This is an optimization exercise on Yosys and OpenROAD, whose aim is small area, a short achievable clock period and few clock cycles per item, not a production implementation. RTL that was checked went through simulation tests only; none was proved equivalent to the original.

== quartz ==
==> module SNN, before the edit <==
module SNN(
	input            clk,
	input            rst_n,
	input            in_valid,
	input [7:0]      img,
	input [7:0]      ker,
	input [7:0]      weight,
	output reg       out_valid,
	output reg [9:0] out_data
);
integer k;
reg        v0;
reg  [2:0] col, row;
reg        im;
reg  [7:0] win [0:12];           
always @(posedge clk or negedge rst_n) begin
	if (!rst_n) v0 <= 1'b0;
	else        v0 <= in_valid;
end
always @(posedge clk) begin
	win[0] <= img;
	for (k = 1; k < 13; k = k + 1) win[k] <= win[k-1];
end
always @(posedge clk or negedge rst_n) begin
	if (!rst_n) begin
		col <= 3'd0; row <= 3'd0; im <= 1'b0;
	end else if (v0) begin
		if (col == 3'd5) begin
			col <= 3'd0;
			if (row == 3'd5) begin
				row <= 3'd0;
				im  <= ~im;
			end else begin
				row <= row + 3'd1;
			end
		end else begin
			col <= col + 3'd1;
		end
	end
end
reg  [7:0] kr [0:8];
reg  [7:0] wr [0:3];
wire [3:0] w0_idx = row[0] ? {1'b0, col} + 4'd6 : {1'b0, col};
wire       w0_ok  = !im && (row[2:1] == 2'b00);
reg  [8:0] ld_sel;
always @(*) begin
	for (k = 0; k < 9; k = k + 1)
		ld_sel[k] = (k == 0) ? !v0 : (v0 && w0_ok && w0_idx == k - 1);
end
always @(posedge clk) begin
	for (k = 0; k < 9; k = k + 1)
		if (in_valid && ld_sel[k]) kr[k] <= ker;
	for (k = 0; k < 4; k = k + 1)
		if (in_valid && ld_sel[k]) wr[k] <= weight;
end
wire [17:0] a_s, a_c;
wire [18:0] b_s, b_c;
wire [19:0] c_s, c_c;
reg  [17:0] ra_s, ra_c;
reg  [18:0] rb_s, rb_c;
reg  [19:0] rc_s, rc_c;
csa_conv_a u_a(.k0(kr[0]), .x0(win[12]), .k1(kr[1]), .x1(win[11]), .k2(kr[2]), .x2(win[10]),
               .s(a_s), .c(a_c));
csa_conv_b u_b(.k0(kr[3]), .x0(win[7]), .k1(kr[4]), .x1(win[6]), .k2(kr[5]), .x2(win[5]),
               .r0(ra_s), .r1(ra_c), .s(b_s), .c(b_c));
csa_conv_c u_c(.k0(kr[6]), .x0(win[2]), .k1(kr[7]), .x1(win[1]), .k2(kr[8]), .x2(win[0]),
               .r0(rb_s), .r1(rb_c), .s(c_s), .c(c_c));
always @(posedge clk) begin
	ra_s <= a_s; ra_c <= a_c;
	rb_s <= b_s; rb_c <= b_c;
	rc_s <= c_s; rc_c <= c_c;
end
reg       d_v;
reg [1:0] d_i, d_j;
reg       d_im;
always @(posedge clk or negedge rst_n) begin
	if (!rst_n) d_v <= 1'b0;
	else        d_v <= v0 && (row >= 3'd2) && (col >= 3'd2);
end
always @(posedge clk) begin
	d_i  <= row[1:0] - 2'd2;
	d_j  <= col[1:0] - 2'd2;
	d_im <= im;
end
wire [19:0] cs_s     = ~rc_s;
wire [19:0] cs_c     = ~rc_c;
wire [19:0] conv_sum = cs_s + cs_c;
reg  [19:0] pm [0:1];
wire        d_b     = d_j[1];
wire        d_first = !d_i[0] && !d_j[0];
wire        d_last  =  d_i[0] &&  d_j[0];
wire [19:0] pm_cur  = pm[d_b];
wire [20:0] d_cmp   = {1'b0, cs_s} + {1'b0, cs_c} + {1'b0, ~pm_cur};
always @(posedge clk) begin
	if (d_v && (d_first || d_cmp[20])) pm[d_b] <= conv_sum;
end
reg       e_v, e_b, e_a, e_im;
always @(posedge clk or negedge rst_n) begin
	if (!rst_n) e_v <= 1'b0;
	else        e_v <= d_v && d_last;
end
always @(posedge clk) begin
	e_b <= d_b; e_a <= d_i[1]; e_im <= d_im;
end
wire [35:0] e_s, e_c;
csa_div255 u_e(.r0(pm[e_b]), .s(e_s), .c(e_c));
wire [35:0] e_sum = e_s + e_c;
reg  [11:0] q1;
reg         f_v, f_b, f_a, f_im;
always @(posedge clk or negedge rst_n) begin
	if (!rst_n) f_v <= 1'b0;
	else        f_v <= e_v;
end
always @(posedge clk) begin
	q1 <= e_sum[35:24];
	f_b <= e_b; f_a <= e_a; f_im <= e_im;
end
wire [21:0] f_s, f_c;
csa_div9 u_f(.r0(q1), .s(f_s), .c(f_c));
wire [21:0] f_sum = f_s + f_c;
reg  [7:0]  pq;
reg  [4:0]  mo;                  
reg  [3:0]  mt, mn;              
function [12:0] booth;           
	input [7:0] y;
	integer i;
	reg [8:0] z;
	begin
		z = {y, 1'b0};
		for (i = 0; i < 4; i = i + 1) begin
			booth[i]     = z[2*i+1] ^ z[2*i];
			booth[5+i]   = (z[2*i+2] & ~z[2*i+1] & ~z[2*i]) | (~z[2*i+2] & z[2*i+1] & z[2*i]);
			booth[9+i]   = z[2*i+2] & ~(z[2*i+1] & z[2*i]);
		end
		booth[4] = y[7];
	end
endfunction
reg         m0_v, m1_v, m_b, m_a, m_im;
always @(posedge clk or negedge rst_n) begin
	if (!rst_n) begin
		m0_v <= 1'b0; m1_v <= 1'b0;
	end else begin
		m0_v <= f_v;
		m1_v <= m0_v;
	end
end
always @(posedge clk) begin
	if (f_v) begin
		pq  <= f_sum[21:14];
		m_b <= f_b; m_a <= f_a; m_im <= f_im;
		{mn, mt, mo} <= booth(f_b ? wr[2] : wr[0]);
	end else if (m0_v) begin
		{mn, mt, mo} <= booth(m_b ? wr[3] : wr[1]);
	end
end
reg  [16:0] mres, mres_d;
wire [16:0] madd = m_b ? mres_d : 17'd0;
wire [16:0] m_s, m_c;
csa_mac u_m(.x(pq), .one(mo), .two(mt), .neg(mn), .r0(madd), .s(m_s), .c(m_c));
wire [16:0] mac_res = m_s + m_c;
always @(posedge clk) begin
	mres   <= mac_res;
	mres_d <= mres;
end
reg        h_v, h_s;
always @(posedge clk or negedge rst_n) begin
	if (!rst_n) h_v <= 1'b0;
	else        h_v <= (m0_v || m1_v) && m_b;
end
always @(posedge clk) begin
	h_s <= m1_v;
end
wire [15:0] h_y   = mres[16:1];
wire [16:0] h_t   = h_y + {8'd0, h_y[15:8]} + 17'd1;
wire [7:0]  h_e   = h_t[15:8];
reg  [7:0]  e0 [0:3];
wire [1:0]  h_idx = {m_a, h_s};
wire [7:0]  eref  = e0[h_idx];
always @(posedge clk) begin
	if (h_v && !m_im) e0[h_idx] <= h_e;
end
reg  [9:0] dacc;
wire [9:0] dbase = (h_idx == 2'd0) ? 10'd0 : dacc;
wire [9:0] d_up  = dbase + {2'd0, h_e} - {2'd0, eref};
wire [9:0] d_dn  = dbase + {2'd0, eref} - {2'd0, h_e};
wire [9:0] dnew  = (eref > h_e) ? d_dn : d_up;
wire       h_fin = h_v && m_im && (h_idx == 2'd3);
always @(posedge clk) begin
	if (h_v && m_im) dacc <= dnew;
end
always @(posedge clk or negedge rst_n) begin
	if (!rst_n) begin
		out_valid <= 1'b0;
		out_data  <= 10'd0;
	end else begin
		out_valid <= h_fin;
		out_data  <= (h_fin && dnew[9:4] != 6'd0) ? dnew : 10'd0;
	end
end
endmodule
clock: 16.0 ns
lec_check: 0
abc_clock_period_in_ps: 4000
cap_margin: 20
core_margin: 2
core_utilization: 40
cts_cluster_diameter: 80
cts_cluster_size: 25
slew_margin: 20
synth_hierarchical: 1
synth_minimum_keep_size: 0
standard.sh (not shown) runs the stock make flow with config.mk's settings and CLKGATE_MAP_FILE= SYNTH_SCRIPT=/design/flow/synth_recipe.tcl, a recipe that flattens the netlist after the stock synthesis.
==> flow/flow/run.sh <==
#!/bin/bash
# Standard ORFS layout (the standard.sh, unchanged synthesis and
# clock tree), with repair_timing aiming for 11.7 ns of setup margin at
# the design's 16 ns clock, and the port buffers given buf_2 cells.
set -euo pipefail
bash standard.sh SETUP_SLACK_MARGIN=11.7 "BUFFER_PORTS_ARGS=-buffer_cell sky130_fd_sc_hd__buf_2" finish > standard_flow.log 2>&1
Every stage of the flow completed for quartz, and the final layout passed the timing, DRC and antenna checks.
[inputs] amber vs quartz
--- a/flow/design.v
+++ b/flow/design.v
@@ -173,19 +173,28 @@
 wire [15:0] h_y   = mres[16:1];
 wire [16:0] h_t   = h_y + {8'd0, h_y[15:8]} + 17'd1;
-wire [7:0]  h_e   = h_t[15:8];
+reg  [7:0]  eqv, eref;
 reg  [7:0]  e0 [0:3];
+reg         i_v, i_s;
 wire [1:0]  h_idx = {m_a, h_s};
-wire [7:0]  eref  = e0[h_idx];
+always @(posedge clk or negedge rst_n) begin
+	if (!rst_n) i_v <= 1'b0;
+	else        i_v <= h_v;
+end
+always @(posedge clk) begin
+	eqv  <= h_t[15:8];
+	eref <= e0[h_idx];
+	i_s  <= h_s;
+end
+wire [1:0] i_idx = {m_a, i_s};
 always @(posedge clk) begin
-	if (h_v && !m_im) e0[h_idx] <= h_e;
+	if (i_v && !m_im) e0[i_idx] <= eqv;
 end
 reg  [9:0] dacc;
-wire [9:0] dbase = (h_idx == 2'd0) ? 10'd0 : dacc;
-wire [9:0] d_up  = dbase + {2'd0, h_e} - {2'd0, eref};
-wire [9:0] d_dn  = dbase + {2'd0, eref} - {2'd0, h_e};
-wire [9:0] dnew  = (eref > h_e) ? d_dn : d_up;
-wire       h_fin = h_v && m_im && (h_idx == 2'd3);
+wire [9:0] dbase = (i_idx == 2'd0) ? 10'd0 : dacc;
+wire [9:0] dnew  = (eref > eqv) ? dbase + {2'd0, eref} - {2'd0, eqv}
+                                : dbase + {2'd0, eqv} - {2'd0, eref};
+wire       i_fin = i_v && m_im && (i_idx == 2'd3);
 always @(posedge clk) begin
-	if (h_v && m_im) dacc <= dnew;
+	if (i_v && m_im) dacc <= dnew;
 end
 always @(posedge clk or negedge rst_n) begin
@@ -194,6 +203,6 @@
 		out_data  <= 10'd0;
 	end else begin
-		out_valid <= h_fin;
-		out_data  <= (h_fin && dnew[9:4] != 6'd0) ? dnew : 10'd0;
+		out_valid <= i_fin;
+		out_data  <= (i_fin && dnew[9:4] != 6'd0) ? dnew : 10'd0;
 	end
 end
Findings:
amber reached the end of the flow, and the finished layout is clean on the timing, DRC and antenna checks. The run with more routed wire is quartz, not amber. amber vs. quartz: total number of vias went down 4.4%; count of clock-buffer cells in the layout went down 2.2%; clock latency at the later pin of the worst-skew pair went up 0.03 ns; global routing met1 resource utilization went down 2.0 points.
Testbench counts of amber, summed over its fixed seeds: cycles 25,920, items 320.
For quartz, only the layout was checked, not whether the RTL still works.

[afterwards: timing with drivers on the ports]
How much do the figures lean on ideal ports? The routed layouts below were timed once more, with nothing changed but the port constraints.
Step 1: set_driving_cell puts a clkbuf_16 on clk and a buf_2 on each other input, an assumption about the parent block.
Step 2 also shifts input and output timing later by t, the mid clock arrival at the registers, as if the neighbouring blocks saw the same clock.
Slacks: ideal / step 1 / step 2; pairs: ideal / step 1.
run	t (ns)	setup slack, ns	clock arrival spread, ns	worst slew at a driven data input, ns	pins driven straight from the clock port
quartz	0.651	11.285 / 11.285 / 11.073	0.034 / 0.034	0.15	1
amber	0.668	11.599 / 11.599 / 11.140	0.050 / 0.050	0.14	1
After both steps setup and hold are still met in every run listed. The setup slack of amber, which loses most, moves by 0.000 ns with the drivers and by -0.459 ns with both steps.
